Source: an optimization exercise on an open RTL-to-GDS flow (aim: small area). Production flows keep margins and buffers that such runs may drop. In this exercise RTL edits were held to simulation tests only and were not proved equivalent to the original. No activity file was given, so power comes from the tool's default toggle rates.

$ cat design/flow/run.sh
#!/bin/bash
# synth_recipe.tcl (not shown) runs the flow's synth.tcl, then flattens the netlist and writes it again
# the make line also repeats each setting of config.mk as NAME=value (left out here)
make -C /OpenROAD-flow-scripts/flow DESIGN_CONFIG=/design/flow/config.mk WORK_HOME=/design/flow/orfs CLKGATE_MAP_FILE= SYNTH_SCRIPT=/design/flow/synth_recipe.tcl finish
$ cat design/flow/config.mk
export PLATFORM = sky130hd
export DESIGN_NAME = inport
export DESIGN_NICKNAME = inport
export VERILOG_FILES = /design/flow/design.v
export SDC_FILE = /design/flow/constraint.sdc
export NUM_CORES = 4
export LEC_CHECK = 0
export ABC_AREA = 1
export CAP_MARGIN = 20
export CORE_MARGIN = 2
export CORE_UTILIZATION = 40
export SLEW_MARGIN = 20
$ cat design/flow/constraint.sdc
create_clock -name core_clock -period 12.0 [get_ports {clk}]
set_input_delay 2.4000 -clock core_clock [delete_from_list [all_inputs] [get_ports {clk}]]
set_output_delay 2.4000 -clock core_clock [all_outputs]
set_load 0.01 [all_outputs]
$ cat design/flow/design.v
`timescale 1ns/10ps
module decoder(out,
               in);
  parameter no_vc=13;
  parameter floorplusone_log2_no_vc=4;
  output reg [(no_vc-1):0] out;
  input [(floorplusone_log2_no_vc-1):0] in;
  integer i;
 always@*
  begin
   out={no_vc{1'b0}};
   for(i=0;i<=(no_vc-1);i=i+1)
    begin
     if(i==in) out[i]=1'b1;
    end
  end
endmodule
`timescale 1ns/10ps
module counter_on_ones(out,
                       hold,
                       in,
                       rs,
                       clk);
parameter no_vc=13;
output [(no_vc-1):0] out;
output [(no_vc-1):0] hold;
input [(no_vc-1):0] in;
input rs,clk;
reg [no_vc-1:0] count;
wire allcount_zero,all_zero;
wire [no_vc-1:0] input_bypass,count_input;
wire [no_vc-1:0] tmp;
genvar i;
assign allcount_zero=~(|((tmp|{{(no_vc-1){1'b0}},count[0]})&count));
assign input_bypass={no_vc{allcount_zero}}|(tmp&{{(no_vc-1){1'b1}},1'b0});
assign count_input=input_bypass&in;
assign tmp[0]=0;
assign tmp[1]=count[0];
assign all_zero=~|count;
assign out=(all_zero?in:count&(~tmp));
assign hold={no_vc{all_zero}}|(count&(~tmp));
generate for (i=2;i<no_vc;i=i+1) begin:tmp_loop
          assign tmp[i]= tmp[i-1]|count[i-1];
         end
endgenerate     
always@(posedge clk)
begin
  if(rs) count<=0;
  else count<=count_input;
end
endmodule
`timescale 1ns/10ps
module rcvc_arbiter(rc_ens,
                    rc_holds,
                    vc_ens,
                    handshakes,
                    rc_dones,
                    vc_dones,
                    rs,
                    clk);
 parameter no_vc=12;
 output [(no_vc-1):0] rc_ens;
 output [(no_vc-1):0] rc_holds;
 output [(no_vc-1):0] vc_ens;
 input [(no_vc-1):0] handshakes,rc_dones,vc_dones;
 input rs,clk;
 wire [no_vc:0] tmp_vc_ens,tmp_rc_ens,tmp_rc_holds,unused_vc_holds;
 wire [(no_vc-1):0] rc_needs,vc_needs;
 reg [(no_vc-1):0] tmp_rc_needs,tmp_vc_needs;
 assign rc_ens= tmp_rc_ens[no_vc:1];
 assign rc_holds= tmp_rc_holds[no_vc:1];
 assign vc_ens= tmp_vc_ens[no_vc:1];
 assign rc_needs= tmp_rc_needs|handshakes;
 assign vc_needs= tmp_vc_needs|rc_dones;
 defparam rcvc_arbiter_counter_on_ones_rc_needs.no_vc=no_vc+1;
 counter_on_ones rcvc_arbiter_counter_on_ones_rc_needs(tmp_rc_ens,tmp_rc_holds,{rc_needs,1'b0},rs,clk);
 defparam rcvc_arbiter_counter_on_ones_vc_needs.no_vc=no_vc+1;
 counter_on_ones rcvc_arbiter_counter_on_ones_vc_needs(tmp_vc_ens,unused_vc_holds,{vc_needs,1'b0},rs,clk);
 always@(posedge clk)
  begin
   if(rs)
    begin
     tmp_rc_needs<=0;
     tmp_vc_needs<=0;
    end
   else
    begin
     tmp_rc_needs<=(rc_needs|handshakes)&~rc_dones;
     tmp_vc_needs<=(vc_needs|rc_dones)&~vc_dones;
    end
 end
endmodule
`timescale 1ns/10ps
module phit_rec(outdata,
                valid,
                indata,
                new_f,
                en,
                rs,
                clk);
 parameter flit_size=1;                 
 parameter floorplusone_log2_flit_size=1;
 parameter phit_size=16;                
 output [(flit_size*phit_size)-1:0] outdata;
 output valid;
 input [(phit_size-1):0] indata;
 input new_f,en,rs,clk;
 reg [(floorplusone_log2_flit_size-1):0] pointer;
 reg [(phit_size-1):0] tmp_outdata [(flit_size-2):0];
 reg [(floorplusone_log2_flit_size-1):0] j;
 genvar i;
 assign outdata[(flit_size*phit_size)-1:(flit_size-1)*phit_size]=indata;
 generate for (i=0;i<flit_size-1;i=i+1) begin:outdata_loop
   assign outdata[((i+1)*phit_size)-1:(i*phit_size)]=tmp_outdata[i];
  end
 endgenerate
 assign valid= en & new_f & (pointer==flit_size-1);
 always@(posedge clk)
  begin
    if(rs) 
     begin
      pointer<=0;
      for(j=0;j<flit_size-1;j=j+1) tmp_outdata[j]<=0;
     end
    else
     begin
      if(en&new_f)
       begin
        if(pointer<flit_size-1)
         begin
          tmp_outdata[pointer]<=indata;
          pointer<=pointer+1;
         end
        else if(pointer==flit_size-1)
         begin
          pointer<=0;
         end
       end
     end
  end
endmodule
`timescale 1ns/10ps
module routing_computation(outport_vec,
                           allow_vcs,
                           rc_valid,
                           header,
                           rc_req,
                           busies,
                           my_addr,
                           node_links_directions,
                           have_fork_port,
                           have_express_port,
                           clk);
parameter each_cluster_dimension=2;
parameter cluster_topology=0;  
parameter cluster_first_dimension_up_bound=1;
parameter cluster_second_dimension_up_bound=1;
parameter cluster_third_dimension_up_bound=1;
parameter no_clusters=5;
parameter cluster_first_dimension_no_addr_bits=1;
parameter cluster_second_dimension_no_addr_bits=1;
parameter cluster_third_dimension_no_addr_bits=1;
parameter no_cluster_no_addr_bits=1;
parameter no_outport=6;
parameter floorplusone_log2_no_outport=2;
parameter no_vc=13;
parameter floorplusone_log2_no_vc=4;
parameter flit_size=1;                 
parameter phit_size=16;                
parameter addr_length=10;
parameter addr_place_in_header=0;      
parameter portid=0;
output [(no_outport-1):0] outport_vec;
output reg [(no_vc-1):0] allow_vcs;
output reg rc_valid;
input [(flit_size*phit_size)-1:0] header;
input rc_req;
input [(no_outport*floorplusone_log2_no_vc)-1:0] busies;
input [(addr_length-1):0] my_addr;
input [31:0] node_links_directions;
input have_fork_port,have_express_port;
input clk;
wire [(floorplusone_log2_no_vc-1):0] busy [(no_outport-1):0];
wire [3:0] links_directions [8:0];
wire [(no_cluster_no_addr_bits-1):0] des_c,cur_c;
wire [(cluster_third_dimension_no_addr_bits-1):0] des_z,cur_z;
wire [(cluster_second_dimension_no_addr_bits-1):0] des_y,cur_y;
wire [(cluster_first_dimension_no_addr_bits-1):0] des_x,cur_x;
reg [(floorplusone_log2_no_outport-1):0] outport;
genvar i;
defparam routing_computation_decoder.no_vc= no_outport;
defparam routing_computation_decoder.floorplusone_log2_no_vc=floorplusone_log2_no_outport;
decoder routing_computation_decoder(outport_vec,outport);
generate
 for(i=0;i<no_outport;i=i+1) begin: busy_loop
  assign busy[i]=busies[((i+1)*floorplusone_log2_no_vc)-1:(i*floorplusone_log2_no_vc)];
 end
endgenerate
assign links_directions[0]=0;
generate
 for(i=0;i<8;i=i+1) begin: links_directions_loop
  assign links_directions[i+1]= node_links_directions[((i+1)*4)-1:(i*4)];
 end
endgenerate
assign des_c=header[(addr_place_in_header+addr_length-1):(addr_place_in_header+addr_length-no_cluster_no_addr_bits)];
assign des_z=header[(addr_place_in_header+cluster_third_dimension_no_addr_bits+cluster_second_dimension_no_addr_bits+cluster_first_dimension_no_addr_bits-1):
                  (addr_place_in_header+cluster_second_dimension_no_addr_bits+cluster_first_dimension_no_addr_bits)];
assign des_y=header[(addr_place_in_header+cluster_second_dimension_no_addr_bits+cluster_first_dimension_no_addr_bits-1):
                                                        (addr_place_in_header+cluster_first_dimension_no_addr_bits)];
assign des_x=header[(addr_place_in_header+cluster_first_dimension_no_addr_bits-1):addr_place_in_header];
assign cur_c=my_addr[(addr_length-1):(addr_length-no_cluster_no_addr_bits)];
assign cur_z=my_addr[(cluster_third_dimension_no_addr_bits+cluster_second_dimension_no_addr_bits+cluster_first_dimension_no_addr_bits-1):
                                       (cluster_second_dimension_no_addr_bits+cluster_first_dimension_no_addr_bits)];
assign cur_y=my_addr[(cluster_second_dimension_no_addr_bits+cluster_first_dimension_no_addr_bits-1):
                                                                               cluster_first_dimension_no_addr_bits];
assign cur_x=my_addr[(cluster_first_dimension_no_addr_bits-1):0]; 
always@(posedge clk)
 begin
  if(rc_req)
   begin
    allow_vcs<={no_vc{1'b1}};
    rc_valid<=1;
    rc_valid<=1;
    if(des_x<cur_x) outport<=links_directions[2];
    else if(des_x>cur_x) outport<=links_directions[1];
    else if((des_x==cur_x) && (des_y<cur_y)) outport<=links_directions[4];
    else if((des_x==cur_x) && (des_y>cur_y)) outport<=links_directions[3];
    else if((des_x==cur_x) && (des_y==cur_y) && (des_z<cur_z)) outport<=links_directions[6];
    else if((des_x==cur_x) && (des_y==cur_y) && (des_z>cur_z)) outport<=links_directions[5];                                                                                         
    else outport<=links_directions[0]; 
   end
  else rc_valid<=0;
 end
endmodule
`timescale 1ns/10ps
module state(output [1:0] state,
             output reset,
             input hand_shake_done,rc_done,vc_done,all_done,vc_en,rs,clk);
reg [1:0] tmp_state;
assign reset= all_done || rs;
assign state[1]= tmp_state[1]?(tmp_state[0]?~all_done:1'b1):(tmp_state[0]?rc_done:1'b0);
assign state[0]= tmp_state[1]?(tmp_state[0]?~all_done:vc_done):(tmp_state[0]?~rc_done:hand_shake_done);
always@(posedge clk)
 begin
  if(rs) tmp_state<=0;
  else if(tmp_state==0 && hand_shake_done) tmp_state<=1;
  else if(tmp_state==1 && rc_done) tmp_state<=2;
  else if(tmp_state==2 && vc_done) tmp_state<=3;
  else if(tmp_state==3 && all_done) tmp_state<=0;    
 end
endmodule
`timescale 1ns/10ps
module inport_in_interface_leftside(outdata,
                                    new_f,
                                    head,
                                    tail,
                                    outport_vec,
                                    allow_vcs,
                                    header,
                                    rc_req,
                                    handshake,
                                    in_new_to_buf,
                                    valid,rc_done,
                                    full,
                                    indata,
                                    rc_valid,
                                    outport_vec_from_rc,
                                    allow_vcs_from_rc,
                                    state,
                                    insent_req,
                                    in_new,
                                    data_en,
                                    rc_en,
                                    rc_hold,
                                    reset,
                                    ldata,
                                    clk);
parameter no_outport=6;
parameter no_vc=13;
parameter flit_size=3;              
parameter floorplusone_log2_flit_size=2;
parameter phit_size=8;              
parameter switching_method=1;          
output [(flit_size*phit_size)-1:0] outdata;
input [(flit_size*phit_size)-1:0] ldata;
output [(no_outport-1):0] outport_vec;
output [(no_vc-1):0] allow_vcs;
output [(flit_size*phit_size)-1:0] header;
output rc_req,rc_done;
output reg new_f,head,tail;
output handshake,in_new_to_buf,valid;
input [(phit_size-1):0] indata;
input [(no_outport-1):0] outport_vec_from_rc;
input [(no_vc-1):0] allow_vcs_from_rc;
input [1:0] state;
input rc_valid,full,insent_req,in_new,data_en,rc_en,rc_hold,reset,clk;
wire [(flit_size*phit_size)-1:0] phit_rec_outdata;
wire valid,phit_rec_en;
reg [(flit_size*phit_size)-1:0] header_reg;
reg head_zeroforce,rc_req_reg,rc_en_reg;
reg [(no_vc-1):0] allow_vcs_reg;
reg [(no_outport-1):0] outport_vec_reg;
defparam inport_in_interface_leftside_phit_rec.flit_size=flit_size;
defparam inport_in_interface_leftside_phit_rec.floorplusone_log2_flit_size=floorplusone_log2_flit_size;
defparam inport_in_interface_leftside_phit_rec.phit_size=phit_size;
phit_rec inport_in_interface_leftside_phit_rec(phit_rec_outdata,valid,indata,in_new,phit_rec_en,reset,clk);
 assign rc_req= rc_en & rc_req_reg;
 assign phit_rec_en= ~full & data_en;
 assign header= {(flit_size*phit_size){rc_en}} & header_reg;
 assign handshake= ~state[1] & ~(rc_hold & rc_req_reg) & insent_req & data_en;
 assign rc_done= rc_en_reg & rc_valid; 
 assign allow_vcs={no_vc{rc_req & rc_valid}}&allow_vcs_from_rc | allow_vcs_reg;
 assign outport_vec= {no_outport{rc_req & rc_valid}}&outport_vec_from_rc | outport_vec_reg;
 assign in_new_to_buf= in_new;
 assign outdata= ldata;
 always@(posedge clk)
  begin
   if(reset)
    begin
     allow_vcs_reg<= 0;
     outport_vec_reg<= 0;
     rc_en_reg<=0;
    end
   else
    begin
     if(rc_en_reg & rc_valid)
      begin
       allow_vcs_reg<= allow_vcs_from_rc;
       outport_vec_reg<= outport_vec_from_rc;
      end
     rc_en_reg<=rc_en;
    end
  end
  reg [(flit_size*phit_size)-1:0] outdata_n,header_reg_n;
 reg new_f_n,head_n,tail_n,head_zeroforce_n,rc_req_reg_n;
 always@*
  begin
   head_zeroforce_n=head_zeroforce;
   header_reg_n=header_reg;
   rc_req_reg_n=rc_req_reg;
   head_n=head;
   tail_n=tail;
   new_f_n=new_f;
   case(state)
     2'b00:
      begin
       if(valid)
        begin
         new_f_n= ~tail_n;
         header_reg_n= ({(flit_size*phit_size){~head_zeroforce_n}} & phit_rec_outdata) |
                                                              ({(flit_size*phit_size){head_zeroforce_n}} & header_reg_n);
         head_n= ~head_zeroforce_n;
         head_zeroforce_n=1;
         rc_req_reg_n= ~rc_done & ~(rc_req_reg_n & rc_valid) & (switching_method!=1);
        end
       else  
        begin
         new_f_n=0;
        end
      end
     2'b01:
      begin
       if(valid)
        begin
         rc_req_reg_n= ~rc_done & ~(rc_req_reg_n & rc_valid) & ((tail_n && switching_method==1)|
                                                            (head_zeroforce_n && switching_method!=1));
         new_f_n= ~tail_n;
         tail_n= ~insent_req|tail_n;
         header_reg_n= ({(flit_size*phit_size){~head_zeroforce_n}} & phit_rec_outdata) |
                                                              ({(flit_size*phit_size){head_zeroforce_n}} & header_reg_n);
         rc_req_reg_n= ~rc_done & ~(rc_req_reg_n & rc_valid) & ((tail_n && switching_method==1)||
                                                            (head_zeroforce_n && switching_method!=1));                                                              
         head_n= ~head_zeroforce_n;
         head_zeroforce_n=1;
        end
       else  
        begin
         rc_req_reg_n= ~rc_done & ~(rc_req_reg_n & rc_valid) & ((tail_n && switching_method==1)||
                                                            (head_zeroforce_n && switching_method!=1));
         new_f_n=0;
        end
      end
     2'b10:
      begin
       if(valid)
        begin
         new_f_n= ~tail_n;
         tail_n= (~full & ~insent_req)|tail_n;
         tail_n= ~insent_req|tail_n;
         header_reg_n= ({(flit_size*phit_size){~head_zeroforce_n}} & phit_rec_outdata) |
                                                              ({(flit_size*phit_size){head_zeroforce_n}} & header_reg_n);
         head_n= ~head_zeroforce_n;
         head_zeroforce_n=1;
         rc_req_reg_n=0;
        end
       else  
        begin
         new_f_n=0;
         rc_req_reg_n=0;
        end 
      end
     2'b11:
      begin
       if(valid)
        begin
         new_f_n= ~tail_n;
         tail_n= (~full & ~insent_req)|tail_n; 
         tail_n= ~insent_req|tail_n;
         head_n= ~head_zeroforce_n;
         head_zeroforce_n=1;
        end
       else  
        begin
         new_f_n=0;
        end 
      end
    endcase
  end
 always@(posedge clk)
  begin
   if(reset)
    begin
     new_f<=0;
     head<=0;
     head_zeroforce<=0;
     tail<=0;
     header_reg<=0;
     rc_req_reg<=0;
    end
   else
    begin
     head_zeroforce<=head_zeroforce_n;
     header_reg<=header_reg_n;
     rc_req_reg<=rc_req_reg_n;
     head<=head_n;
     tail<=tail_n;
     new_f<=new_f_n;
    end
  end
endmodule
`timescale 1ns/10ps
module inport_in_interface_buf(outdata,
                               pre_full,
                               full,
                               empty,
                               out_head,
                               out_tail,
                               indata,
                               new_f,
                               in_head,
                               in_tail,
                               want,
                               in_new,
                               valid,
                               reset,
                               clk);
parameter flit_size=2;       
parameter phit_size=16;              
parameter buf_size=10;                 
parameter floorplusone_log2_buf_size=4;
output reg [(flit_size*phit_size)-1:0] outdata;
output pre_full;
output reg full;
output reg empty,out_head,out_tail;
input [(flit_size*phit_size)-1:0] indata;
input new_f,in_head,in_tail,want,in_new,valid,reset,clk;
wire [(floorplusone_log2_buf_size-1):0] buf_head_pre,buf_tail_pre;
reg [(flit_size*phit_size)-1:0] buffer [(buf_size-1):0];
reg [1:0] ftype [(buf_size-1):0];       
reg [(floorplusone_log2_buf_size-1):0] buf_head;
reg [(floorplusone_log2_buf_size-1):0] buf_tail,pre_buf_tail_reg;
reg [(floorplusone_log2_buf_size-1):0] i; 
assign buf_head_pre= want?((buf_head<buf_size-1)?buf_head+1:0):buf_head;
assign buf_tail_pre= (in_new&valid)?((pre_buf_tail_reg<buf_size-1)?pre_buf_tail_reg+1:0):pre_buf_tail_reg;
assign pre_full=((((buf_tail_pre+1==buf_head_pre)||(buf_head_pre==0 && buf_tail_pre==buf_size-1))&& ((in_new&valid)&new_f))
                                                    || ((buf_head_pre==buf_tail_pre)&&((in_new&valid)|new_f))) | in_tail;
always@(posedge clk)
 begin
  if(reset)
   begin
    empty<=1;
    full<=0;
    buf_head<=0;
    buf_tail<=0;
    out_head<=0;
    out_tail<=0;
    pre_buf_tail_reg<=0;
    for(i=0;i<buf_size;i=i+1)ftype[i]<=0;
   end
  else if(~reset)
   begin
    if(in_new&valid) pre_buf_tail_reg<=(pre_buf_tail_reg<buf_size-1)?pre_buf_tail_reg+1:0; 
    if(new_f & ~want)
     begin
      buffer[buf_tail]<=indata;
      ftype[buf_tail][0]<=in_head;
      ftype[buf_tail][1]<=in_tail;
      if((((buf_tail+1==buf_head)&&(buf_tail<buf_size-1))||((buf_head==0)&&(buf_tail==buf_size-1))) && new_f) full<=1;
      if(buf_tail<buf_size-1)buf_tail<=buf_tail+1;
      else if (buf_tail==buf_size-1) buf_tail<=0;
      empty<=0;
     end
    else if(~new_f & want)
     begin
      if(~empty)
       begin
        outdata<=buffer[buf_head];    
        out_head<=ftype[buf_head][0];
        out_tail<=ftype[buf_head][1];
        if(((buf_head+1==buf_tail)&&(buf_head<buf_size-1))||((buf_tail==0)&&(buf_head==buf_size-1))) empty<=1;
        if(buf_head<buf_size-1)buf_head<=buf_head+1;
        else if (buf_head==buf_size-1) buf_head<=0;
        full<=0;
       end
     end
    else if(new_f & want)
     begin
      if(~empty & ~full)
       begin  
        outdata<=buffer[buf_head];
        out_head<=ftype[buf_head][0];
        out_tail<=ftype[buf_head][1];     
        buffer[buf_tail]<=indata;
        ftype[buf_tail][0]<=in_head;
        ftype[buf_tail][1]<=in_tail;
        if(buf_head<buf_size-1)buf_head<=buf_head+1;
        else if (buf_head==buf_size-1) buf_head<=0;
        if(buf_tail<buf_size-1)buf_tail<=buf_tail+1;
        else if (buf_tail==buf_size-1) buf_tail<=0;   
       end
      else if(~empty & full)
       begin
        outdata<=buffer[buf_head];
        out_head<=ftype[buf_head][0];
        out_tail<=ftype[buf_head][1];     
        buffer[buf_tail]<=indata; 
        ftype[buf_tail][0]<=in_head;
        ftype[buf_tail][1]<=in_tail; 
        if(buf_head<buf_size-1)buf_head<=buf_head+1;
        else if (buf_head==buf_size-1) buf_head<=0;
        if(buf_tail<buf_size-1)buf_tail<=buf_tail+1;
        else if (buf_tail==buf_size-1) buf_tail<=0;
       end
      else if(empty  & ~full)
       begin
        outdata<=indata;
        out_head<=in_head;
        out_tail<=in_tail;
       end
     end
   end
 end
endmodule
`timescale 1ns/10ps
module inport_in_interface_rightside_counter(out,
                                             inc,
                                             rs_to_end,
                                             rs_to_first,
                                             clk);
parameter flit_size=1;
parameter floorplusone_log2_flit_size=1;
output [(floorplusone_log2_flit_size-1):0] out;
input inc,rs_to_end,rs_to_first,clk;
reg [(floorplusone_log2_flit_size-1):0] out_tmp;
assign out=out_tmp;
always@(posedge clk)
 begin
  if(rs_to_end) out_tmp<=flit_size;
  else if(rs_to_first) out_tmp<=0;
  else if(inc) out_tmp<=out_tmp+1;
 end
endmodule
`timescale 1ns/10ps
module inport_in_interface_rightside(
                                     sent_req_vec,
                                     new_vec,
                                     want,
                                     all_done,
                                     indata,
                                     ready_vec,
                                     calls,
                                     outport_vec,
                                     state,
                                     head,
                                     tail,
                                     empty,
                                     reset,
                                     clk);
parameter no_outport=6;
parameter floorplusone_log2_no_outport=3;
parameter flit_size=1;                 
parameter floorplusone_log2_flit_size=1;
parameter phit_size=16;                
output [(no_outport-1):0] sent_req_vec;
output [(no_outport-1):0] new_vec;
output want;
output reg all_done;
input [(flit_size*phit_size)-1:0] indata;
input [(no_outport-1):0] ready_vec,calls,outport_vec;
input [1:0] state;
input head,tail,empty,reset,clk;
wire all_complete,valid;
wire [(no_outport-1):0] finish,finished,complete,my_ready_vec,tmp_finish;
wire [(floorplusone_log2_flit_size-1):0] counters [(no_outport-1):0];
wire [(floorplusone_log2_flit_size-1):0] remains [(no_outport-1):0];
wire [(phit_size-1):0] indatas [(flit_size-1):0];
wire [(phit_size-1):0] outdatas [(no_outport-1):0];
reg tmp_valid,sent_req_time;
reg [(no_outport-1):0] my_ready_vec_reg;
genvar i;
generate for(i=0;i<no_outport;i=i+1) begin:counters_loop
  inport_in_interface_rightside_counter #(flit_size,
                                          floorplusone_log2_flit_size)
  inport_in_interface_rightside_counter(counters[i],
                                        (my_ready_vec[i]&~finished[i]&valid),
                                        reset,
                                        want,
                                        clk);
 end
endgenerate
generate for(i=0;i<no_outport;i=i+1) begin:remains_loop
  assign remains[i]=flit_size-counters[i];
 end
endgenerate
generate for(i=0;i<no_outport;i=i+1) begin:finished_loop
  assign finished[i]=((~|remains[i])&outport_vec[i])|~outport_vec[i];
 end
endgenerate
generate if(flit_size>1) begin:tmp_finish_if_outloop
 for(i=0;i<no_outport;i=i+1) begin:tmp_finish_if_inloop
   assign tmp_finish[i]=~|remains[i][(floorplusone_log2_flit_size-1):1];
  end
 end
         else begin:tmp_finish_else_outloop
 for(i=0;i<no_outport;i=i+1) begin:tmp_finish_else_inloop
   assign tmp_finish[i]=1'b1;
  end
 end
endgenerate
generate for(i=0;i<no_outport;i=i+1) begin:finish_loop
  assign finish[i]=(remains[i][0]&tmp_finish[i])&(outport_vec[i]&my_ready_vec_reg[i]);
 end
endgenerate
generate for(i=0;i<no_outport;i=i+1) begin:complete_loop
  assign complete[i]=finish[i]|finished[i];
 end
endgenerate
generate for(i=0;i<flit_size;i=i+1) begin:indatas_loop
  assign indatas[i]=indata[((i+1)*phit_size)-1:(i*phit_size)];
 end
endgenerate
assign all_complete= &complete;
assign my_ready_vec= ready_vec&calls;
assign want= all_complete&~empty&|my_ready_vec;
assign sent_req_vec= {no_outport{(sent_req_time)}} & outport_vec & ~({no_outport{tail}}&(finish|finished)) & ~{no_outport{all_done}};
assign valid= (tmp_valid|want) & ~&finished;
assign new_vec= my_ready_vec_reg & {no_outport{valid}}&~finished;
always@(posedge clk)
 begin
  if(reset)
   begin
    tmp_valid<=0;
    all_done<=0;
    my_ready_vec_reg<=0;
    sent_req_time<=0;
   end
  else if (state==2'b11)
   begin
    my_ready_vec_reg<=my_ready_vec;
    all_done<= all_complete&tail;
    sent_req_time<= (|my_ready_vec) | sent_req_time;
    if(want) tmp_valid<=1;
   end
 end
endmodule
`timescale 1ns/10ps
`timescale 1ns/10ps
module inport_in_interface_updater(invc_req,
                                   out_vec,
                                   out_allow_vcs,
                                   vc_done,
                                   state,
                                   outport_vec,
                                   allow_vcs,
                                   ok_vec,
                                   en,
                                   reset,
                                   clk);
parameter no_outport=6;
parameter no_vc=13;
parameter floorplusone_log2_no_vc=4;
parameter vc_no=1;
output reg [(floorplusone_log2_no_vc-1):0] invc_req;
output reg [(no_outport-1):0] out_vec;
output reg [(no_vc-1):0] out_allow_vcs;
output vc_done;
input [1:0] state;
input [(no_outport-1):0] outport_vec;
input [(no_vc-1):0] allow_vcs;
input [(no_outport-1):0] ok_vec;
input en,reset,clk;
reg after_update_flag,en_reg;
reg internal_state;
reg [(no_outport-1):0] tmp_outport_vec;
wire [(no_outport-1):0] tmp_outport_vec_sig;
assign tmp_outport_vec_sig= outport_vec ^ ok_vec;
assign vc_done= en_reg & state[1] & ~|tmp_outport_vec_sig;
always@(posedge clk)
begin
  if(reset)
   begin
    internal_state<=0;
    after_update_flag<=0;
    invc_req<=0;
    out_vec<=0;
    out_allow_vcs<=0;
   end
  else if(~reset)
   begin
    if(state==2'b10 && en==1 && internal_state==0)
     begin
      invc_req<=vc_no;
      out_vec<=outport_vec;
      out_allow_vcs<=allow_vcs;
      tmp_outport_vec<=outport_vec;
      internal_state<=1;
      after_update_flag<=1;
     end
    else if(state==2'b10 && en==0 && internal_state==1)
     begin
      if (after_update_flag)
       begin
        if(|tmp_outport_vec_sig)
         begin 
          out_vec<=0;
          invc_req<=0;
          tmp_outport_vec<=tmp_outport_vec_sig;
          after_update_flag<=0;
          out_allow_vcs<=0;
         end
        if(~|tmp_outport_vec_sig)
         begin
          out_vec<=0;
          invc_req<=0;
          tmp_outport_vec<=tmp_outport_vec_sig;
          after_update_flag<=0;
          out_allow_vcs<=0;
         end
       end
      else if(~after_update_flag)
       begin
        out_vec<=0;
        invc_req<=0;
        out_allow_vcs<=0;
       end
     end
    else if(state==2'b10 && en==1 && internal_state==1)
     begin
      if(after_update_flag)
       begin
        if(|tmp_outport_vec_sig)
         begin 
          tmp_outport_vec<=tmp_outport_vec_sig;
          out_vec<=tmp_outport_vec_sig;
          invc_req<=vc_no;
          out_allow_vcs<=allow_vcs;
          after_update_flag<=1;
         end
        if(~|tmp_outport_vec_sig)
         begin
          tmp_outport_vec<=tmp_outport_vec_sig;
          out_vec<=0;
          invc_req<=0;
          out_allow_vcs<=0;
          after_update_flag<=0;
         end
       end
      if(~after_update_flag)
       begin
        if(|tmp_outport_vec_sig)
         begin
          out_vec<=tmp_outport_vec;
          invc_req<=vc_no;
          out_allow_vcs<=allow_vcs;
          after_update_flag<=1;
         end
        if(~|tmp_outport_vec_sig)
         begin
          out_vec<=0;
          invc_req<=0;
          out_allow_vcs<=0;
          after_update_flag<=0;
         end             
       end 
     end
    else
     begin
      out_allow_vcs<=0;
      invc_req<=0;
      out_vec<=0;
      out_allow_vcs<=0;
     end
   end
end
always @(posedge clk) en_reg<=en;
endmodule
`timescale 1ns/10ps
module inport_in_interface(bufdata,
                           out_sent_req_vec,
                           out_new_vec,
                           invc_req,
                           allowed_vcs,
                           out_vec_update,
                           header,
                           pre_full,
                           full,
                           rc_req,
                           handshake_done,
                           rc_done,
                           vc_done,
                           indata,
                           in_new,
                           insent_req,
                           calls,
                           ready_vec,
                           ok_vec,
                           outport_vec_from_rc,
                           allowed_vcs_from_rc,
                           rc_valid,
                           data_en,
                           rc_en,
                           rc_hold,
                           vc_en,
                           rs,
                           ldata,
                           clk);
parameter no_outport=6;
parameter floorplusone_log2_no_outport=3;
parameter no_vc=13;
parameter floorplusone_log2_no_vc=4;
parameter flit_size=1;                
parameter floorplusone_log2_flit_size=1;
parameter phit_size=16;               
parameter buf_size=4;                 
parameter floorplusone_log2_buf_size=4;
parameter switching_method=1;         
parameter addr_length=10;             
parameter vc_no=3;      
output [(flit_size*phit_size)-1:0] bufdata;
input [(flit_size*phit_size)-1:0] ldata;
output [(no_outport-1):0]out_sent_req_vec,out_new_vec;
output [(floorplusone_log2_no_vc-1):0] invc_req;
output [(no_vc-1):0] allowed_vcs;
output [(no_outport-1):0] out_vec_update;
output [(flit_size*phit_size)-1:0] header;
output pre_full,full;
output rc_req,handshake_done,rc_done,vc_done;
input [(phit_size)-1:0]indata;
input in_new,insent_req;
input [(no_outport-1):0] calls,ready_vec,ok_vec,outport_vec_from_rc;
input [(no_vc-1):0] allowed_vcs_from_rc;
input rc_valid,data_en,rc_en,rc_hold,vc_en,rs,clk;
wire [(flit_size*phit_size)-1:0] data_from_left_to_buf,data_from_buf_to_right;
assign bufdata= data_from_buf_to_right;
wire [(no_outport-1):0] outport_vec_from_left;
wire [(no_vc-1):0] allowed_vcs_from_left;
wire [1:0] state;
wire reset,all_done,empty,head_from_left_to_buf,valid,
     head_from_buf_to_right,tail_from_left_to_buf,tail_from_buf_to_right,want,new_from_left,in_new_from_left_to_buf;
state inport_in_interface_state(state,
                                reset,
                                handshake_done,
                                rc_done,
                                vc_done,
                                all_done,
                                vc_en,
                                rs,
                                clk);
defparam inport_in_interface_leftside.no_outport=no_outport;
defparam inport_in_interface_leftside.no_vc=no_vc;
defparam inport_in_interface_leftside.flit_size=flit_size;              
defparam inport_in_interface_leftside.floorplusone_log2_flit_size=floorplusone_log2_flit_size;
defparam inport_in_interface_leftside.phit_size=phit_size;              
defparam inport_in_interface_leftside.switching_method=switching_method;
inport_in_interface_leftside inport_in_interface_leftside(data_from_left_to_buf,
                                                          new_from_left,
                                                          head_from_left_to_buf,
                                                          tail_from_left_to_buf,
                                                          outport_vec_from_left,
                                                          allowed_vcs_from_left,
                                                          header,
                                                          rc_req,
                                                          handshake_done,
                                                          in_new_from_left_to_buf,
                                                          valid,
                                                          rc_done,
                                                          full,
                                                          indata,
                                                          rc_valid,
                                                          outport_vec_from_rc,
                                                          allowed_vcs_from_rc,
                                                          state,
                                                          insent_req,
                                                          in_new,
                                                          data_en,
                                                          rc_en,
                                                          rc_hold,
                                                          reset,
                                                          ldata,
                                                          clk);
defparam inport_in_interface_buf.flit_size=flit_size;       
defparam inport_in_interface_buf.phit_size=phit_size;              
defparam inport_in_interface_buf.buf_size=buf_size;                 
defparam inport_in_interface_buf.floorplusone_log2_buf_size=floorplusone_log2_buf_size;  
inport_in_interface_buf inport_in_interface_buf(data_from_buf_to_right,
                                                pre_full,
                                                full,
                                                empty,
                                                head_from_buf_to_right,
                                                tail_from_buf_to_right,
                                                data_from_left_to_buf,
                                                new_from_left,
                                                head_from_left_to_buf,
                                                tail_from_left_to_buf,
                                                want,
                                                in_new_from_left_to_buf,
                                                valid,
                                                reset,
                                                clk);
defparam inport_in_interface_rightside.no_outport=no_outport;
defparam inport_in_interface_rightside.floorplusone_log2_no_outport=floorplusone_log2_no_outport;
defparam inport_in_interface_rightside.flit_size=flit_size;
defparam inport_in_interface_rightside.floorplusone_log2_flit_size=floorplusone_log2_flit_size;
defparam inport_in_interface_rightside.phit_size=phit_size;
inport_in_interface_rightside inport_in_interface_rightside(
                                                            out_sent_req_vec,
                                                            out_new_vec,
                                                            want,
                                                            all_done,
                                                            data_from_buf_to_right,
                                                            ready_vec,
                                                            calls,
                                                            outport_vec_from_left,
                                                            state,
                                                            head_from_buf_to_right,
                                                            tail_from_buf_to_right,
                                                            empty,
                                                            reset,
                                                            clk);
defparam inport_in_interface_updater.no_outport=no_outport;
defparam inport_in_interface_updater.no_vc=no_vc;
defparam inport_in_interface_updater.floorplusone_log2_no_vc=floorplusone_log2_no_vc;
defparam inport_in_interface_updater.vc_no=vc_no;
inport_in_interface_updater inport_in_interface_updater(invc_req,
                                                        out_vec_update,
                                                        allowed_vcs,
                                                        vc_done,
                                                        state,
                                                        outport_vec_from_left,
                                                        allowed_vcs_from_left,
                                                        ok_vec,
                                                        vc_en,
                                                        reset,
                                                        clk);
endmodule
`timescale 1ns/10ps
module inport_out_interface(call_invc,
                            ok_vec,
                            ready_vec,
                            outdata,
                            out_update,
                            invc_req_no_to_out,
                            in_allowed_vcs,
                            new_f,
                            sent_req,
                            ok,
                            ready,
                            invc_req_no_from_in,
                            out_allowed_vcs,
                            outdatas,
                            news,
                            sent_reqs,
                            in_update,
                            invc_no_from_outport,
                            en,
                            clk);
parameter no_outport=6;
parameter no_vc=13;
parameter floorplusone_log2_no_vc=4;
parameter phit_size=16;
parameter iden_no=0;  
parameter [(no_outport-1):0] iden_vec=2**iden_no;
output [(no_vc-1):0] call_invc;
output [(no_outport-1):0] ok_vec,ready_vec;
output [(phit_size-1):0] outdata;
output out_update;
output [(floorplusone_log2_no_vc-1):0] invc_req_no_to_out;
output [(no_vc-1):0] out_allowed_vcs;
output new_f,sent_req;
input ok;
input ready;
input [(floorplusone_log2_no_vc-1):0] invc_req_no_from_in;
input [(no_vc-1):0] in_allowed_vcs;
input [(no_vc-1):0] news;
input [(no_vc*phit_size)-1:0] outdatas;
input [(no_vc-1):0] sent_reqs;
input in_update;
input [(floorplusone_log2_no_vc)-1:0] invc_no_from_outport;
input en,clk;
wire [(no_vc-1):0] tmp_call_invc;
wire [(phit_size-1):0] out_datas [(no_vc-1):0];
wire [(floorplusone_log2_no_vc-1):0] in_vc_reqs [(no_vc-1):0];
wire [(no_vc-1):0] tmp_invc_req_no [(floorplusone_log2_no_vc-1):0];
reg en_reg;
reg [(floorplusone_log2_no_vc)-1:0] invc_no_from_outport_reg;
genvar i,j,k,l,m;
generate for(i=0;i<no_vc;i=i+1) begin: out_datas_loop
  assign out_datas[i]=outdatas[((i+1)*phit_size)-1:(i*phit_size)];
end
endgenerate
defparam inport_out_interface_decoder.no_vc=no_vc;
defparam inport_out_interface_decoder.floorplusone_log2_no_vc=floorplusone_log2_no_vc;
decoder inport_out_interface_decoder(tmp_call_invc,
                                     invc_no_from_outport);
assign call_invc={no_vc{en}}&tmp_call_invc;
assign ok_vec={no_outport{ok}}&iden_vec;
assign ready_vec=en?{no_outport{ready}}&iden_vec:0;
assign out_update= in_update;
assign out_allowed_vcs= in_allowed_vcs;
assign invc_req_no_to_out= invc_req_no_from_in;
wire [(no_vc-1):0] sel_vc;
reg [(phit_size-1):0] outdata_or;
integer v;
generate for(i=0;i<no_vc;i=i+1) begin: sel_vc_loop
  assign sel_vc[i]= en_reg & news[i] & (invc_no_from_outport_reg[1:0]==i);
end
endgenerate
always@*
 begin
  outdata_or=0;
  for(v=0;v<no_vc;v=v+1) outdata_or=outdata_or | ({phit_size{sel_vc[v]}} & out_datas[v]);
 end
assign outdata= outdata_or;
assign new_f= en_reg & news[invc_no_from_outport_reg];
assign sent_req= en_reg & sent_reqs[invc_no_from_outport_reg];
always@(posedge clk)
 begin
  en_reg<=en;
  invc_no_from_outport_reg<=invc_no_from_outport;
 end
endmodule
`timescale 1ns/10ps
`timescale 1ns/10ps
module inport(outdatas,
              out_new_vec,
              outsent_req_vec,
              allow_vcs_vec,
              update_vec,
              invc_req_nos,
              ready,
              indata,
              in_new,
              insent_req,
              invc_no,
              active_vecs,
              ready_vec_from_outports,
              ok_vec_from_outports,
              invc_nos_from_outports,
              busies,
              my_addr,
              node_links_directions,
              have_fork_port,
              have_express_port,
              rs,
              clk);
parameter each_cluster_dimension=2;
parameter cluster_topology=0;  
parameter cluster_first_dimension_up_bound=7;
parameter cluster_second_dimension_up_bound=6;
parameter cluster_third_dimension_up_bound=0;
parameter no_clusters=1;
parameter cluster_first_dimension_no_addr_bits=3;
parameter cluster_second_dimension_no_addr_bits=3;
parameter cluster_third_dimension_no_addr_bits=1;
parameter no_cluster_no_addr_bits=1;
parameter no_outport=5;
parameter floorplusone_log2_no_outport=3;
parameter no_vc=4;
parameter floorplusone_log2_no_vc=3;
parameter flit_size=1;                
parameter floorplusone_log2_flit_size=1;
parameter phit_size=32;               
parameter buf_size=1;                 
parameter floorplusone_log2_buf_size=1;
parameter switching_method=3;         
parameter addr_length=8;             
parameter addr_place_in_header=0;
parameter portid=0;
output [(no_outport*phit_size)-1:0] outdatas;
output [(no_outport-1):0] out_new_vec,outsent_req_vec;
output [(no_outport*no_vc)-1:0] allow_vcs_vec;
output [(no_outport-1):0] update_vec;
output [(no_outport*floorplusone_log2_no_vc)-1:0] invc_req_nos;
output ready;
input [(phit_size-1):0] indata;
input in_new,insent_req;
input [(floorplusone_log2_no_vc-1):0] invc_no;
input [(no_outport-1):0] active_vecs;
input [(no_outport-1):0] ready_vec_from_outports;
input [(no_outport-1):0] ok_vec_from_outports;
input [(no_outport*floorplusone_log2_no_vc)-1:0] invc_nos_from_outports;
input [(no_outport*floorplusone_log2_no_vc)-1:0] busies;
input [(addr_length-1):0] my_addr;
input [31:0] node_links_directions;
input have_fork_port,have_express_port;
input rs,clk;
wire [(no_outport-1):0] ok_vec_from_out_interfaces [(no_outport-1):0];
wire [(no_outport-1):0] tmp_ok_vec_from_out_interfaces [(no_outport-1):0];
wire [(no_outport-1):0] all_ok_vec_to_in_interface;
wire [(no_outport-1):0] ready_vec_from_out_interfaces [(no_outport-1):0];
wire [(no_outport-1):0] tmp_ready_vec_from_out_interfaces [(no_outport-1):0];
wire [(no_outport-1):0] all_ready_vec_to_in_interface;
wire [(no_vc-1):0] handshakes_to_arbiter,rc_dones_to_arbiter,vc_dones_to_arbiter;
wire [(no_vc-1):0] data_en_from_decoder,rc_ens_from_arbiter,vc_ens_from_arbiter,rc_holds_from_arbiter;
wire [(no_vc-1):0] calls_from_out_interface [(no_outport-1):0];
wire [(no_outport-1):0] calls_to_in_interface [(no_vc-1):0];
wire [(no_vc-1):0] news_to_out_interfaces [(no_outport-1):0];
wire [(no_outport-1):0] news_from_in_interfaces [(no_vc-1):0];
wire [(no_vc-1):0] sent_reqs_to_out_interfaces [(no_outport-1):0];
wire [(no_outport-1):0] sent_reqs_from_in_interfaces [(no_vc-1):0];
wire [(floorplusone_log2_no_vc-1):0] invc_req_no_from_in [(no_outport-1):0];
wire all_rc_req,rc_valid_from_rc;
wire [(no_vc-1):0] rc_req_vec;
wire [(no_outport-1):0] outport_vec_from_rc;
wire [(no_vc-1):0] allowed_vcs_from_rc;
wire [(flit_size*phit_size)-1:0] header_from_in_vec [(no_vc-1):0];
wire [(no_vc-1):0] tmp_header_from_in_vec [(flit_size*phit_size)-1:0];
wire [(flit_size*phit_size)-1:0] all_header;
wire [(no_vc-1):0] allowed_vcs [(no_vc-1):0];
wire [(no_vc-1):0] tmp_allowed_vcs [(no_vc-1):0];
wire [(no_vc-1):0] all_allowed_vc;
wire [(floorplusone_log2_no_vc-1):0] invc_reqs [(no_vc-1):0];
wire [(no_vc-1):0] tmp_invc_reqs [(floorplusone_log2_no_vc-1):0];
wire [(floorplusone_log2_no_vc-1):0] all_invc_req;
wire [(no_outport-1):0] outvec_updates [(no_vc-1):0];
wire [(no_vc-1):0] tmp_outvec_updates [(no_outport-1):0];
wire [(no_outport-1):0] all_outvec_update;
wire [phit_size-1:0] bufdatas [(no_vc-1):0];
reg [phit_size-1:0] indata_reg;
reg [1:0] invc_d1,invc_d2;
wire [(no_vc*phit_size)-1:0] middle_outdatas_to_out_interface [(no_outport-1):0];
wire [(no_vc-1):0] pre_full_vec,full_vec;
genvar i,j;
generate for(i=0;i<no_outport;i=i+1) begin: middle_outdatas_to_out_interface_outloop
  for(j=0;j<no_vc;j=j+1) begin: middle_outdatas_to_out_interface_inloop
  assign middle_outdatas_to_out_interface[i][((j+1)*phit_size)-1:(j*phit_size)]=
                                                        bufdatas[j];
       end
    end
endgenerate
generate for(i=0;i<no_vc;i=i+1) begin: tmp_allowed_vcs_outloop
            for(j=0;j<no_vc;j=j+1) begin: tmp_allowed_vcs_inloop
               assign tmp_allowed_vcs[i][j]= allowed_vcs[j][i];
            end
         end
endgenerate
generate for(i=0;i<no_vc;i=i+1) begin: all_allowed_vc_loop
            assign all_allowed_vc[i]=|tmp_allowed_vcs[i];
         end  
endgenerate
generate for(i=0;i<floorplusone_log2_no_vc;i=i+1) begin: tmp_invc_reqs_outloop
            for(j=0;j<no_vc;j=j+1) begin: tmp_invc_reqs_inloop
               assign tmp_invc_reqs[i][j]= invc_reqs[j][i];
            end
         end
endgenerate
generate for(i=0;i<floorplusone_log2_no_vc;i=i+1) begin: all_invc_req_loop
            assign all_invc_req[i]=|tmp_invc_reqs[i];
         end  
endgenerate
generate for(i=0;i<no_outport;i=i+1) begin: tmp_outvec_updates_outloop
            for(j=0;j<no_vc;j=j+1) begin: tmp_outvec_updates_inloop
               assign tmp_outvec_updates[i][j]= outvec_updates[j][i];
            end
         end
endgenerate
generate for(i=0;i<no_outport;i=i+1) begin: all_outvec_update_loop
            assign all_outvec_update[i]=|tmp_outvec_updates[i];
         end  
endgenerate
generate for(i=0;i<(flit_size*phit_size);i=i+1) begin: tmp_header_from_in_vec_outloop
            for(j=0;j<no_vc;j=j+1) begin: tmp_header_from_in_vec_inloop
               assign tmp_header_from_in_vec[i][j]= header_from_in_vec[j][i];
            end
         end
endgenerate
generate for(i=0;i<(flit_size*phit_size);i=i+1) begin: all_header_loop
            assign all_header[i]=|tmp_header_from_in_vec[i];
         end  
endgenerate
generate for(i=0;i<no_outport;i=i+1) begin: invc_req_no_from_in_loop
            assign invc_req_no_from_in[i]=
                   invc_nos_from_outports[((i+1)*floorplusone_log2_no_vc)-1:(i*floorplusone_log2_no_vc)];
         end  
endgenerate
generate for(i=0;i<no_vc;i=i+1) begin: calls_to_in_interface_outloop
            for(j=0;j<no_outport;j=j+1) begin: calls_to_in_interface_inloop
               assign calls_to_in_interface[i][j]= calls_from_out_interface[j][i];
            end
         end
endgenerate
generate for(i=0;i<no_outport;i=i+1) begin: sent_reqs_to_out_interfaces_outloop
            for(j=0;j<no_vc;j=j+1) begin: sent_reqs_to_out_interfaces_inloop
               assign sent_reqs_to_out_interfaces[i][j]= sent_reqs_from_in_interfaces[j][i];
            end
         end
endgenerate
generate for(i=0;i<no_outport;i=i+1) begin: news_to_out_interfaces_outloop
            for(j=0;j<no_vc;j=j+1) begin: news_to_out_interfaces_inloop
               assign news_to_out_interfaces[i][j]= news_from_in_interfaces[j][i];
            end
         end
endgenerate
generate for(i=0;i<no_outport;i=i+1) begin: tmp_ok_vec_from_out_interfaces_outloop
            for(j=0;j<no_outport;j=j+1) begin: tmp_ok_vec_from_out_interfaces_inloop
               assign tmp_ok_vec_from_out_interfaces[i][j]= ok_vec_from_out_interfaces[j][i];
            end
         end
endgenerate
generate for(i=0;i<no_outport;i=i+1) begin: all_ok_vec_to_in_interface_loop
            assign all_ok_vec_to_in_interface[i]=|tmp_ok_vec_from_out_interfaces[i];
         end  
endgenerate
generate for(i=0;i<no_outport;i=i+1) begin: tmp_ready_vec_from_out_interfaces_outloop
            for(j=0;j<no_outport;j=j+1) begin: tmp_ready_vec_from_out_interfaces_inloop
               assign tmp_ready_vec_from_out_interfaces[i][j]= ready_vec_from_out_interfaces[j][i];
            end
         end
endgenerate
generate for(i=0;i<no_outport;i=i+1) begin: all_ready_vec_to_in_interface_loop
            assign all_ready_vec_to_in_interface[i]=|tmp_ready_vec_from_out_interfaces[i];
         end  
endgenerate
defparam rcvc_arbiter.no_vc=no_vc;
rcvc_arbiter rcvc_arbiter(rc_ens_from_arbiter,rc_holds_from_arbiter,vc_ens_from_arbiter,handshakes_to_arbiter,rc_dones_to_arbiter,
                                                                                 vc_dones_to_arbiter,rs,clk);
defparam routing_computation.each_cluster_dimension=each_cluster_dimension;
defparam routing_computation.cluster_topology=cluster_topology;
defparam routing_computation.cluster_first_dimension_up_bound=cluster_first_dimension_up_bound;
defparam routing_computation.cluster_second_dimension_up_bound=cluster_second_dimension_up_bound;
defparam routing_computation.cluster_third_dimension_up_bound=cluster_third_dimension_up_bound;
defparam routing_computation.no_clusters=no_clusters;
defparam routing_computation.cluster_first_dimension_no_addr_bits=cluster_first_dimension_no_addr_bits;
defparam routing_computation.cluster_second_dimension_no_addr_bits=cluster_second_dimension_no_addr_bits;
defparam routing_computation.cluster_third_dimension_no_addr_bits=cluster_third_dimension_no_addr_bits;
defparam routing_computation.no_cluster_no_addr_bits=no_cluster_no_addr_bits;
defparam routing_computation.no_outport=no_outport;
defparam routing_computation.floorplusone_log2_no_outport=floorplusone_log2_no_outport;
defparam routing_computation.no_vc=no_vc;
defparam routing_computation.floorplusone_log2_no_vc=floorplusone_log2_no_vc;
defparam routing_computation.flit_size=flit_size;
defparam routing_computation.phit_size=phit_size;
defparam routing_computation.addr_length=addr_length;
defparam routing_computation.addr_place_in_header=addr_place_in_header;
defparam routing_computation.portid=portid;
routing_computation routing_computation(outport_vec_from_rc,
                                        allowed_vcs_from_rc,
                                        rc_valid_from_rc,
                                        all_header,
                                        all_rc_req,
                                        busies,
                                        my_addr,
                                        node_links_directions,
                                        have_fork_port,
                                        have_express_port,
                                        clk);
generate for(i=0;i<no_vc;i=i+1) begin: inport_in_interface_loop
 inport_in_interface #(no_outport,
                       floorplusone_log2_no_outport,
                       no_vc,
                       floorplusone_log2_no_vc,
                       flit_size,
                       floorplusone_log2_flit_size,
                       phit_size,
                       buf_size,
                       floorplusone_log2_buf_size,
                       switching_method,
                       addr_length,
                       i)
 inport_in_interface  (bufdatas[i],
                       sent_reqs_from_in_interfaces[i],
                       news_from_in_interfaces[i],
                       invc_reqs[i],
                       allowed_vcs[i],
                       outvec_updates[i],
                       header_from_in_vec[i],
                       pre_full_vec[i],
                       full_vec[i],
                       rc_req_vec[i],
                       handshakes_to_arbiter[i],
                       rc_dones_to_arbiter[i],
                       vc_dones_to_arbiter[i],
                       indata,
                       in_new,
                       insent_req,
                       calls_to_in_interface[i],
                       all_ready_vec_to_in_interface,
                       all_ok_vec_to_in_interface,
                       outport_vec_from_rc,
                       allowed_vcs_from_rc,
                       rc_valid_from_rc,
                       invc_d2==i,
                       rc_ens_from_arbiter[i],
                       rc_holds_from_arbiter[i],
                       vc_ens_from_arbiter[i],
                       rs,
                       indata_reg,
                       clk);
      end
endgenerate
generate for(i=0;i<no_outport;i=i+1) begin: inport_out_interface_loop
 inport_out_interface #(no_outport,
                        no_vc,
                        floorplusone_log2_no_vc,
                        phit_size,
                        i)
 inport_out_interface  (calls_from_out_interface[i],
                        ok_vec_from_out_interfaces[i],
                        ready_vec_from_out_interfaces[i],
                        outdatas[((i+1)*phit_size)-1:(i*phit_size)],
                        update_vec[i],
                        invc_req_nos[((i+1)*floorplusone_log2_no_vc)-1:(i*floorplusone_log2_no_vc)],
                        all_allowed_vc,
                        out_new_vec[i],outsent_req_vec[i],
                        ok_vec_from_outports[i],
                        ready_vec_from_outports[i],
                        all_invc_req,
                        allow_vcs_vec[((i+1)*no_vc)-1:(i*no_vc)],
                        middle_outdatas_to_out_interface[i],
                        news_to_out_interfaces[i],
                        sent_reqs_to_out_interfaces[i],
                        all_outvec_update[i],
                        invc_req_no_from_in[i],
                        active_vecs[i],
                        clk);
       end     
endgenerate 
assign all_rc_req=|rc_req_vec;
assign ready= ~(pre_full_vec[invc_d1] | full_vec[invc_d1]);
always@(posedge clk)
 begin
  invc_d1<=invc_no[1:0];
  invc_d2<=invc_d1;
  indata_reg<=indata;
 end
endmodule
==> summary.txt, run 1 <==
- The run finished with no timing, DRC or antenna violations.
- The TritonCTS buffer count is 58.
- The number of different library cells used by synthesis comes to 56.
- The area growth from synthesis to layout is 18.1%.
- The cell leakage power is 13.6 nW.
- The I/O pin count is 337.
- Walking the worst path, the cells encountered are clkdlybuf4s50_1 -> nand2_1 -> nor4_1 -> inv_1 -> nand3_1 -> nand4_4 -> a21oi_4 -> buf_4 -> buf_4 -> nand4_1 -> nand3_1 -> clkdlybuf4s50_1.
- The count of buffers added on input and output ports is 298.
- The leading area contributor after synthesis is edfxtp_1.
- STA classifies the critical path endpoint as an output port.
- The number of antenna violations at the first check in global routing was 2.
- The async set or reset register ratio after synthesis is 0.
- The slew at the pin with the worst max-slew slack is 1190 ps.
- The global router's overall resource usage is 0.291.
- The count of endpoints failing hold in the final timing report is 0.
- The yosys synthesis warning count is 21.
- The via count of the first global-routing pass is 25,500.
- The H-tree generated during clock tree synthesis spans 2 levels.
- Buffers inserted to repair hold after CTS numbered 0.
- The remaining antenna violation count after routing is 0.
- The register-to-register path setup slack is 6980 ps.
- The die covers 0.0742 mm².
- For the worst flop-to-flop path, the logic depth is 18.
- In this run, the number of DRC markers left after iteration 0 of detailed routing was 3,616.
- The post-route clock skew is 27.9 ps.
- The top fanout value on the critical path is 70.
- The worst IR drop on VDD is 0.103 mV.
- After routing, the total negative slack on setup checks comes to 0 ps.
- The starting utilization of the core area is 0.404.
- Detailed placement finished with a half-perimeter wire length of 71,300 µm.
- The smallest hold slack is 446 ps.
- The setup path with the least slack is of type in -> out.
- The total power per unit cell area is 122 mW/mm².
- The core region is 0.0714 mm².
- The overall die height is 272 µm.
- The worst path needs 9470 ps of the cycle, external delays included.
- Post-CTS timing repair inserted 0 buffers for setup.
- For this design, the slowest cell found on the critical path is nor4_1.
- The worst path meets setup with 2530 ps of slack.
- The highest clock rate is 0.106 GHz.
- The remaining max-slew budget at the tightest pin is 0.201.
- The flip-flop and latch count after synthesis is 534.
- The netlist area before placement is 0.0288 mm².
- The signal arrival time at the worst endpoint is 7070 ps.
- The clock-pin slew on the worst setup and hold paths is 60 ps.
- Entering global routing, the biggest net connects 130 pins.
- The sink count of the clock tree is 534.
- The vias after detailed routing is 27,400.
- The die span in x is 272 µm.
- After global routing the overflow that remains totals 0.
- Of the synthesized area, sequential elements account for 0.469.
- The number of vias per cell after detailed routing is 5.70.
- The first detailed-routing pass ran for 6 iterations.
- The final count of negative-setup-slack endpoints is 0.
- The post-CTS resize count is 0.
- TritonCTS built the clock tree.
- The instance count of the mapped netlist is 3,626.
- In the routed design, unresolved DRC markers number 0.
- For this run, the post-layout net count is 3,966.
- The number of maximum-capacitance constraint violations is 0.
- Setup repair after global routing left no endpoint under its margin.
- The post-placement worst setup slack is 2630 ps.
- The cell at the root of the clock tree is clkbuf_16.
- For this block, the routed nets add up to 112,000 µm of wire.
- The global-route wire length before repair is 162,000 µm.
- In this design, the stage delay of the slowest critical-path cell is 890 ps.
- For this run, the leading register cell type out of synthesis is edfxtp_1.
- Sorting the synthesized cells by area gives the leading types as edfxtp_1 30%, dfxtp_1 17%, nor2_1 8.6%.
- The data required time of the worst path is 9600 ps.
- The number of placement rows is 98.
- The post-synthesis area per instance is 7.94 µm².
- The per-cell routed wire length is 23.3 µm.
- The global placer's final weighted congestion is 0.933.
- The startpoint of the worst setup timing path is active_vecs[2].
- The antenna cell count is 0.
- The critical path ends at outdatas[52].
- The post-route clock period utilization is 0.789.
- The worst setup path is launched from an input port.
- Counting flops with a built-in enable in the synthesized netlist gives 283.
- The fraction of layout cells with a size suffix above 1 is 0.0694.
- The area fraction of the dominant cell type after synthesis is 0.295.
- The clock network latency to the later pin of the worst-skew pair is 640 ps.
- The clock passes through at most 3 buffers.
- The total count of max-transition violations in the final report is 0.
- The min-delay analysis places its worst path in the category reg -> reg.
## layout by cell type (no fill, tap or decap), types with 40 or more instances in the layout
cell type        Yosys  routed
clkdlybuf4s50_1      0     298
ha_1                40      40
nand3_1            238     238
nand2_1            491     487
edfxtp_1           283     283
nand4_1            366     366
a21oi_1            120     120
clkbuf_16            0      59
inv_1              380     379
nor3_1              43      42
dfxtp_1            251     251
nor2_1             663     633
o21ai_0            275     275
buf_4               59      51
## per-layer routing
metal	part of all wire	vias to the layer above	track usage
met5	0	-	0
met4	0.045	0	0.127
met3	0.11	330	0.0700
met2	0.43	1630	0.436
met1	0.41	12700	0.399
li1	-	12700	-
## cells by family after synthesis
kind of cell               share of synthesized area
AOI/OAI and AO/OA                             0.0951
xor gates and xnor gates                     0.00608
adders and majority gates                     0.0174
buffers and inverters                          0.100
DFF                                            0.469
other                                       0.000130
and+or+nand+nor                                0.312
## metrics by stage
step                      cell area (µm²)  power (mW)  std cells   util
final                               34000        4.15       4798  0.477
after global routing                34000        4.28       4798  0.477
after CTS                           34000        4.17       4798  0.477
after detailed placement            32100        2.38       4690  0.450
after global placement              32100        2.37       4690  0.450
after floorplan                     28800        2.23       3630      -
## final cells by class
| class | instances | area (µm²) |
|---|---|---|
| clock buffer | 74 | 1580 |
| fill | 7017 | 37300 |
| tap | 950 | 1190 |
| clock inverter | 34 | 319 |
| timing repair buffer | 350 | 3390 |
| sequential | 534 | 13500 |
| inverter | 390 | 1470 |
| multi-input combinational | 2466 | 12600 |
## Yosys cell counts (7+ instances only)
cell and n:
nand3_1 238, xor2_1 20, buf_4 59, nor4_1 24, nand4_4 9, buf_1 10
o211ai_1 14, clkbuf_1 114, nor2_1 663, edfxtp_1 283, or4_1 9, a211oi_1 15
a31oi_1 18, inv_2 8, nand4_1 366, ha_1 40, nand2_1 491, nand2_2 18
or2_2 9, a21oi_1 120, nor3_1 43, nor2_2 8, dfxtp_1 251, buf_2 22
inv_1 380, buf_6 35, o2111ai_1 7, o21ai_0 275, nand3_2 11
## worst min path at each step
| stage | startpoint | to | slack (ps) | cells past startpoint |
|---|---|---|---|---|
| after floorplan | invc_d1[1]$_DFF_P_ | invc_d2[1]$_DFF_P_ | 350 | 0 |
| after global placement | invc_d1[1]$_DFF_P_ | invc_d2[1]$_DFF_P_ | 420 | 0 |
| final | invc_d1[1]$_DFF_P_ | invc_d2[1]$_DFF_P_ | 450 | 0 |
| after global routing | invc_d1[1]$_DFF_P_ | invc_d2[1]$_DFF_P_ | 440 | 0 |
| after CTS | invc_d1[1]$_DFF_P_ | invc_d2[1]$_DFF_P_ | 430 | 0 |
| after detailed placement | invc_d1[1]$_DFF_P_ | invc_d2[1]$_DFF_P_ | 420 | 0 |
## power breakdown
part           switching, mW  internal, mW  leakage (nW)
Sequential            0.0308          1.97          4.61
Clock                  0.766          1.04         0.919
Combinational          0.240         0.105          8.08
## worst max-delay path, delay by kind of cell
family          cells  cell delay, ps
buf+inv             5            2490
compound gates      1             170
simple gates        6            1920
==> run 2, diff against run 1 <==
==> design/flow/flow/run.sh (new file) <==
#!/bin/bash
# Standard layout, with the port buffers made from the smallest buffer cell.
set -euo pipefail
bash standard.sh "BUFFER_PORTS_ARGS=-buffer_cell sky130_fd_sc_hd__buf_1" finish > standard_flow.log 2>&1
==> design/flow/standard.sh (new file) <==
#!/bin/bash
# synth_recipe.tcl (not shown) runs the flow's synth.tcl, then flattens the netlist and writes it again
# the make line also repeats each setting of config.mk as NAME=value (left out here)
make -C /OpenROAD-flow-scripts/flow DESIGN_CONFIG=/design/flow/config.mk WORK_HOME=/design/flow/orfs CLKGATE_MAP_FILE= SYNTH_SCRIPT=/design/flow/synth_recipe.tcl "${@:-finish}"
removed: design/flow/run.sh
==> summary.txt, run 2 <==
- The global-route wire length before repair is 160,000 µm (-1.4%).
- The synthesized-area fraction occupied by xor and xnor cells is 0.00608 (unchanged).
- The maximum level of the CTS H-tree is 2 (unchanged).
- The number of nets in the layout was 3,967 (+0.025%).
- The number of vias per cell after detailed routing is 5.75 (+0.82%).
- The number of input and output port buffers inserted is 298 (unchanged).
- The final count of negative-setup-slack endpoints is 0 (unchanged).
- The number of antenna violations at the first check in global routing is 4 (+2).
- The post-placement worst setup slack was 3440 ps (+809 ps).
- The TritonCTS buffer count was 57 (-1.7%).
- Among all flip-flop cells after synthesis, the most frequent one is edfxtp_1.
- The slowest stage of the critical path is the nand4_4 cell.
- The total power per unit cell area is 129 mW/mm² (+5.8%).
- In the layout the commonest cells are 633 x nor2_1, 487 x nand2_1, 379 x inv_1.
- The most common cell after layout, fill and taps aside is nor2_1.
- The area share of and/or/nand/nor cells after synthesis is 0.312 (unchanged).
- The total routed wirelength is 110,000 µm (-1.9%).
- The total negative slack for setup checks was 0 ps (unchanged).
- The register area share after synthesis is 0.469 (unchanged).
- The area of the core region came to 0.0714 mm² (unchanged).
- The yosys synthesis warning count is 21 (unchanged).
- The count of endpoints failing hold in the final timing report is 0 (unchanged).
- The instance count of the mapped netlist is 3,626 (unchanged).
- The cell leakage power is 12.9 nW (-4.9%).
- Yosys attributes the largest share of cell area to edfxtp_1 30%, dfxtp_1 17%, nor2_1 8.6%.
- The post-route clock skew was 35.5 ps (+7.67 ps).
- The depth of the worst register-to-register path was 18 (unchanged).
- The area fraction of the dominant cell type after synthesis is 0.295 (unchanged).
- The worst IR drop on VDD was 0.105 mV (+1.8%).
- The top fanout value on the critical path is 39 (-44%).
- The sink count of the clock tree is 534 (unchanged).
- The mux cell area share after synthesis came to 0 (unchanged).
- The most common cell in the netlist is nor2_1.
- The remaining max-slew budget at the tightest pin is 0.233 (+0.0316).
- The per-cell routed wire length is 22.8 µm (-1.9%).
- Walking the worst path, the cells encountered are buf_1 -> inv_1 -> nor4_1 -> nor3_1 -> nor2_1 -> nand3_2 -> nand2_2 -> buf_4 -> nand4_4 -> nor2_1 -> nor2_1 -> nand3_1 -> buf_1.
- The launch point of the worst hold path is invc_d1[1]$_DFF_P_.
- The post-synthesis area per instance is 7.94 µm² (unchanged).
- The critical path launch point type is an input port.
- The flip-flop and latch count after synthesis came to 534 (unchanged).
- The overall die height is 272 µm (unchanged).
- The adder-cell share of the synthesized area is 0.0174 (unchanged).
- The minimum period implied by the final worst setup slack is 8800 ps (-672 ps).
- The post-route clock period utilization was 0.733 (-0.0560).
- The total count of max-transition violations in the final report is 0 (unchanged).
- The post-CTS resize count came to 0 (unchanged).
- Setup repair after global routing left no endpoint under its margin.
- The data required time of the worst path is 9600 ps (about the same).
- The cell at the root of the clock tree is clkbuf_16.
- The clock-pin slew on the worst setup and hold paths is 60 ps (about the same).
- The run finished with no timing, DRC or antenna violations.
- The netlist area before placement is 0.0288 mm² (unchanged).
- The register-to-register path setup slack is 7080 ps (+100 ps).
- The number of optimization iterations in the first detailed-route pass is 6 (unchanged).
- The vias after detailed routing is 27,600 (+0.88%).
- The global router's overall resource usage is 0.286 (-0.00457).
- The post-layout worst setup margin is 3200 ps (+672 ps).
- The end point of the worst hold path is invc_d2[1]$_DFF_P_.
- The remaining routing DRC violations is 0 (unchanged).
- The number of stages on the worst hold path came to 0 (unchanged).
- The final core utilization came to 0.451 (-0.0253).
- The clock tree from TritonCTS is done.
- The fraction of layout cells with a size suffix above 1 was 0.0688 (-0.000556).
- The I/O pin count is 337 (unchanged).
- The die span in x is 272 µm (unchanged).
- Compared with the post-synthesis result, the final layout area differs by 11.8%.
- The pin count of the biggest net entering global routing is 77 (-41%).
- The compound-cell area share of the yosys netlist is 0.0951 (unchanged).
- The signal arrival time at the worst endpoint is 6400 ps (-670 ps).
- The total power consumption of the routed design came to 4.16 mW (+0.19%).
- The die outline area is 0.0742 mm² (unchanged).
- The highest clock rate is 0.114 GHz (+7.6%).
- The clock network latency to the later pin of the worst-skew pair came to 630 ps (about the same).
- The async set or reset register ratio after synthesis is 0 (unchanged).
- The post-DP HPWL is 70,100 µm (-1.7%).
- The maximum number of buffers from clock root to sink is 3 (unchanged).
- The slew at the pin with the worst max-slew slack is 1140 ps (-53.7 ps).
- The total overflow reported by the global router is 0 (unchanged).
- The remaining antenna violation count after routing is 0 (unchanged).
- The count of hold-fix buffers inserted at cts is 0 (unchanged).
- The DRC marker count from the first detailed-route iteration is 3,589 (-0.75%).
- The number of synthesized flops with an enable pin is 283 (unchanged).
- The post-CTS setup buffer count is 0 (unchanged).
- The number of distinct standard cells referenced by the synthesized netlist is 56 (unchanged).
- The biggest area contributor in the post-synthesis netlist is edfxtp_1.
- The number of placement rows is 98 (unchanged).
- The global placer's final weighted congestion is 0.924 (-0.93%).
- The starting utilization of the core area was 0.404 (unchanged).
- In this run the worst hold path is classified as reg -> reg.
- Sorting the synthesized cells by how often they occur yields 663 x nor2_1, 491 x nand2_1, 380 x inv_1, 366 x nand4_1, 283 x edfxtp_1.
- The via count of the first global-routing pass is 25,500 (+0.25%).
- The smallest hold slack came to 438 ps (-7.67 ps).
- The critical path in this run is classified as in -> out.
- The number of maximum-capacitance constraint violations came to 0 (unchanged).
- The sort of element at the end of the critical path is an output port.
- The most numerous cell on the critical path is nor2_1.
- The delay contributed by the slowest stage of the critical path was 870 ps (-20 ps).
- The number of filler cells placed in the layout came to 7,169 (+2.2%).
- After synthesis, the largest family of logic cells by area is simple AND/OR/NAND/NOR gates.
-- run 2: cell counts after synthesis --
No cell type changed its count.
-- run 2: worst max path at each step --
| stage | from | endpoint | slack, ps | cells past startpoint |
|---|---|---|---|---|
| final | invc_nos_from_outports[4] | outdatas[9] | 3200 | 13 |
| after CTS | invc_nos_from_outports[4] | out_new_vec[4] | 3400 | 13 |
| after floorplan | invc_nos_from_outports[1] | flop | 5510 | 10 |
| after global routing | active_vecs[1] | out_new_vec[4] | 3080 | 14 |
| after detailed placement | active_vecs[2] | out_new_vec[4] | 3440 | 14 |
| after global placement | active_vecs[2] | out_new_vec[4] | 3400 | 14 |
-- run 2: area by class of cell --
class,instances,area [µm²],area share
Antenna cell,1,2.50,0.0000777
Clock buffer,80,1660,0.0514
Sequential cell,534,13500,0.420
Tap cell,950,1190,0.0369
Timing Repair Buffer,352,1540,0.0477
Clock inverter,28,294,0.00913
Multi-Input combinational cell,2466,12500,0.389
Inverter,390,1470,0.0456
-- run 2: metrics by stage --
stage	instances	area, µm²
CTS	4799	32200
floorplan	3630	28800
detailed placement	4691	30200
global placement	4691	30200
finish	4801	32200
global route	4801	32200
-- run 2: logic make-up after synthesis --
logic type	after synthesis
AND/OR/NAND/NOR	1911
flip-flops	534
adder cells (fa/ha/maj)	40
AO/OA/AOI/OAI	490
other	1
XOR/XNOR	20
buffers and inverters	630
-- run 2: power by group --
| group | internal [mW] | switching (mW) |
|---|---|---|
| logic | 0.0823 | 0.238 |
| registers | 1.97 | 0.0303 |
| clock network | 1.09 | 0.751 |
| total | 3.14 | 1.02 |
-- run 2: routing by layer --
layer,share of wire,vias up,global-route usage
li1,-,12700,-
met1,0.41,12900,0.396
met2,0.42,1635,0.421
met3,0.11,353,0.0676
met4,0.049,4,0.134
met5,0.00025,-,0
-- run 2: critical path: cells and delay by family --
| family | cells | cell delay [ps] |
|---|---|---|
| simple gates | 9 | 2950 |
| buf+inv | 4 | 1010 |

[separate check: timing with driven ports]
No port has a modelled driver above. Below, the same layouts with a new extraction and two added sets of constraints.
Step 1 assumes that a clkbuf_16 drives the clock port and a buf_2 every other input.
Step 2 also shifts input and output timing later by t, the mid clock arrival at the registers, as if the neighbouring blocks saw the same clock.
Slacks: ideal ports / drivers / drivers and shift; pairs: ideal ports / drivers.
run | shift t [ns] | setup WS [ns] | slew at the worst register clock pin (ns) | worst slew at a driven data input, ns | cell pins on the clock port's net
run 1 | 0.681 | 2.527 / 2.500 / 2.500 | 0.07 / 0.07 | 0.17 | 1
run 2 | 0.676 | 3.199 / 3.175 / 3.175 | 0.07 / 0.07 | 0.08 | 1
After both steps every run listed still meets setup and hold. For run 1, which loses most, drivers alone change the setup slack by -0.027 ns; drivers and shift together by -0.027 ns.
